Background: an optimization exercise with open tools, aiming at small area, a short achievable clock period and few clock cycles per item. Do not read the settings as production practice.
Only simulation tests tie the RTL to the original design; equivalence was not proved.
Power is estimated from default activity; no workload was simulated.

Setup of job 1845:
Design Fib, start of the top module:
module Fib
(
  input  clk,
  input  reset,
  input signed [32-1 : 0] fib_n,
  output signed [64-1 : 0] fib_return,
  output  fib_busy,
  input  fib_req
);
  wire [63:0] romv;
  wire r0866;
  wire r0867;
  wire r0868;
  wire r0869;
  wire r0870;
  wire r0871;
  wire r0872;
  wire r0873;
  wire r0874;
  wire r0875;
  wire r0876;
  wire r0877;
  wire r0878;
  wire r0879;
  wire r0880;
  wire r0881;
  wire r0882;
  wire r0883;
  wire r0884;
  wire r0885;
  wire r0886;
  wire r0887;
  wire r0888;
  wire r0889;
  wire r0890;
  wire r0891;
  wire r0892;
  wire r0893;
  wire r0894;
  wire r0895;
  wire r0896;
  wire r0897;
  wire r0898;
  wire r0899;
  wire r0900;
  wire r0901;
  wire r0902;
  wire r0903;
  wire r0904;
  wire r0905;
  wire r0906;
  wire r0907;
  wire r0908;
  wire r0909;
  wire r0910;
  wire r0911;
  wire r0912;
  wire r0913;
  wire r0914;
  wire r0915;
  wire r0916;
  wire r0917;
  wire r0918;
  wire r0919;
  wire r0920;
  wire r0921;
  wire r0922;
  wire r0923;
  wire r0924;
  wire r0925;
  wire r0926;
  wire r0927;
  wire r0928;
  wire r0929;
  wire r0930;
  wire r0931;
  wire r0932;
  wire r0933;
  wire r0934;
  wire r0935;
  ...
For scale: ~1,200 cells after synthesis, ~170 flip-flops, ~100 I/O pins, about 0.0084 sq mm of cells after synthesis.
Settings: LEC_CHECK=0, ABC_AREA=1, CAP_MARGIN=20, CORE_MARGIN=2, CORE_UTILIZATION=40, PLACE_DENSITY=0.85, SETUP_SLACK_MARGIN=2.8, SLEW_MARGIN=20; clock period 5.0 ns.
standard.sh (not shown) runs the stock make flow with config.mk's settings and CLKGATE_MAP_FILE= SYNTH_SCRIPT=/design/flow/synth_recipe.tcl, a recipe that flattens the netlist after the stock synthesis.
==> flow/flow/run.sh <==
#!/bin/bash
set -euo pipefail
export BUFFER_PORTS_ARGS="-buffer_cell sky130_fd_sc_hd__buf_1"
export CTS_ARGS="-sink_clustering_enable -repair_clock_nets -dont_use_dummy_load"
bash standard.sh > standard_flow.log 2>&1
Testbench counts of job 1845, summed over its fixed seeds: cycles 1,024, requests 1,024.
Inputs modified between job 1845 and job 3187:
-- flow/config.mk --
<<< job 1845, line 11
export CORE_UTILIZATION = 40
export PLACE_DENSITY = 0.85
export SETUP_SLACK_MARGIN = 2.8
export SLEW_MARGIN = 20
>>> job 3187, line 11
export CORE_UTILIZATION = 40
export PLACE_DENSITY = 0.85
export SETUP_SLACK_MARGIN = 2.5
export SLEW_MARGIN = 20
[summary]
Total power: job 3187 below job 1845
Job 1845 → job 3187: buffer share of cell area lower; combinational power has decreased; via count went down by 629; static leakage went down; clock share of power increased 2.2 points.
Job 3187 vs. job 1845: flip-flop and latch share of the layout cell area went up by 5.3 points.
| critical path depth | higher: job 3187 |
Relative to job 3187, the following input files were edited for job 3739:
-- flow/config.mk --
<<< job 3187, line 11
export CORE_UTILIZATION = 40
export PLACE_DENSITY = 0.85
export SETUP_SLACK_MARGIN = 2.5
export SLEW_MARGIN = 20
>>> job 3739, line 11
export CORE_UTILIZATION = 40
export PLACE_DENSITY = 0.85
export SETUP_SLACK_MARGIN = 2.75
export SLEW_MARGIN = 20
Notes after the runs:
- Looking at the reports, job 3739 completed the entire flow and the layout it produced met the timing, DRC and antenna checks.
- | clock network fraction of design power | lower: job 3739 |
- Comparing job 3187 and job 3739, the higher combinational power is on job 3739.
- Total routed wirelength delta for job 3739 relative to job 3187: about 5.6% lower
- Compared with job 3187, job 3739 is hungrier on power.
- The run showing the greater combinational fraction of design power is job 3739.
- Cmp job 3187 and job 3739 / transition time at the pin with the least slew margin / lower: job 3739
### job 3739 -> job 4007
-- flow/config.mk --
<<< job 3739, line 11
export CORE_UTILIZATION = 40
export PLACE_DENSITY = 0.85
export SETUP_SLACK_MARGIN = 2.75
export SLEW_MARGIN = 20
>>> job 4007, line 11
export CORE_UTILIZATION = 40
export PLACE_DENSITY = 0.85
export SETUP_SLACK_MARGIN = 2.6
export SLEW_MARGIN = 20
Notes after the runs:
Cmp job 4007 vs job 3739: minimum clock period after layout higher in job 4007. Total power: job 4007 vs job 3739 down 0.34%. Summary: with job 3739 as the reference, non-clock buffer count in job 4007 moved down by a little under 10%. Clock skew: job 4007 vs job 3739 up 15 ps. A worst setup path endpoint of cur[12] is what job 3739 shows, while cur[13] belongs to job 4007. Run comparison: job 3739 critical path launch point fib_n[2]; job 4007 critical path launch point fib_n[3]. The highest-delay cell along the critical path comes out nand2_1 in one run and o21ai_0 in the other, namely in job 4007 and job 3739 respectively. Maximum fanout along the worst path in job 4007 is 2 above job 3739.
The following lists how job 4780 was set up differently from job 4007:
==> flow/flow/run.sh <==
#!/bin/bash
set -euo pipefail
export BUFFER_PORTS_ARGS="-buffer_cell sky130_fd_sc_hd__buf_1"
export CTS_ARGS="-sink_clustering_enable -repair_clock_nets -buf_list sky130_fd_sc_hd__clkbuf_8 -dont_use_dummy_load -sink_buffer_max_cap_derate 0.5"
bash standard.sh > standard_flow.log 2>&1
-- flow/config.mk --
<<< job 4007, line 11
export CORE_UTILIZATION = 40
export PLACE_DENSITY = 0.85
export SETUP_SLACK_MARGIN = 2.6
export SLEW_MARGIN = 20
>>> job 4780, line 11
export CORE_UTILIZATION = 40
export PLACE_DENSITY = 0.85
export SETUP_SLACK_MARGIN = 2.5
export SLEW_MARGIN = 20
Findings:
Per the final summary, job 4780 finished and its layout is clean on timing, DRC and antenna.
The top routing layer in use comes out met5 in one run and met4 in the other, namely in job 4780 and job 4007 respectively.
Job 4007 ended up with nand2_1 as its cell type of the slowest stage on the worst timing path; job 4780 ended up with nand2_2.
Comparing job 4007 and job 4780, the lower layout-stage area growth over the synthesis result is on job 4780.
Job 4780 vs job 4007, switching fraction of total power went up by 2.4 points.
Between job 4007 and job 4780, power share of the clock group is lower for job 4780, job 4007 comes in above that.

-- separate check: timing with driven ports --
Ports are ideal in the flow. The routed layouts listed here were re-timed in OpenROAD. Step 1: set_driving_cell puts a clkbuf_16 on clk and a buf_2 on each other input, an assumption about the parent block. Step 2 moves the port delays by t, midway between the first and last clock arrival at a register: inputs arrive t later, outputs are due t later. That takes back most of the time a late clock gives input paths. a / b / c = no drivers / after step 1 / after step 2; a / b = the first two.
run	shift t [ns]	slack for setup (ns)	worst setup path after step 2
job 1845	0.470	2.662 / 2.671 / 2.201	input to register
job 3187	0.470	2.444 / 2.456 / 1.987	input to register
job 3739	0.455	2.634 / 2.628 / 2.174	input to register
job 4007	0.469	2.532 / 2.555 / 2.086	input to register
job 4780	0.494	2.444 / 2.464 / 1.970	input to register
After both steps every run listed still meets setup and hold. For job 4780, which loses most, drivers alone change the setup slack by +0.020 ns; drivers and shift together by -0.474 ns.
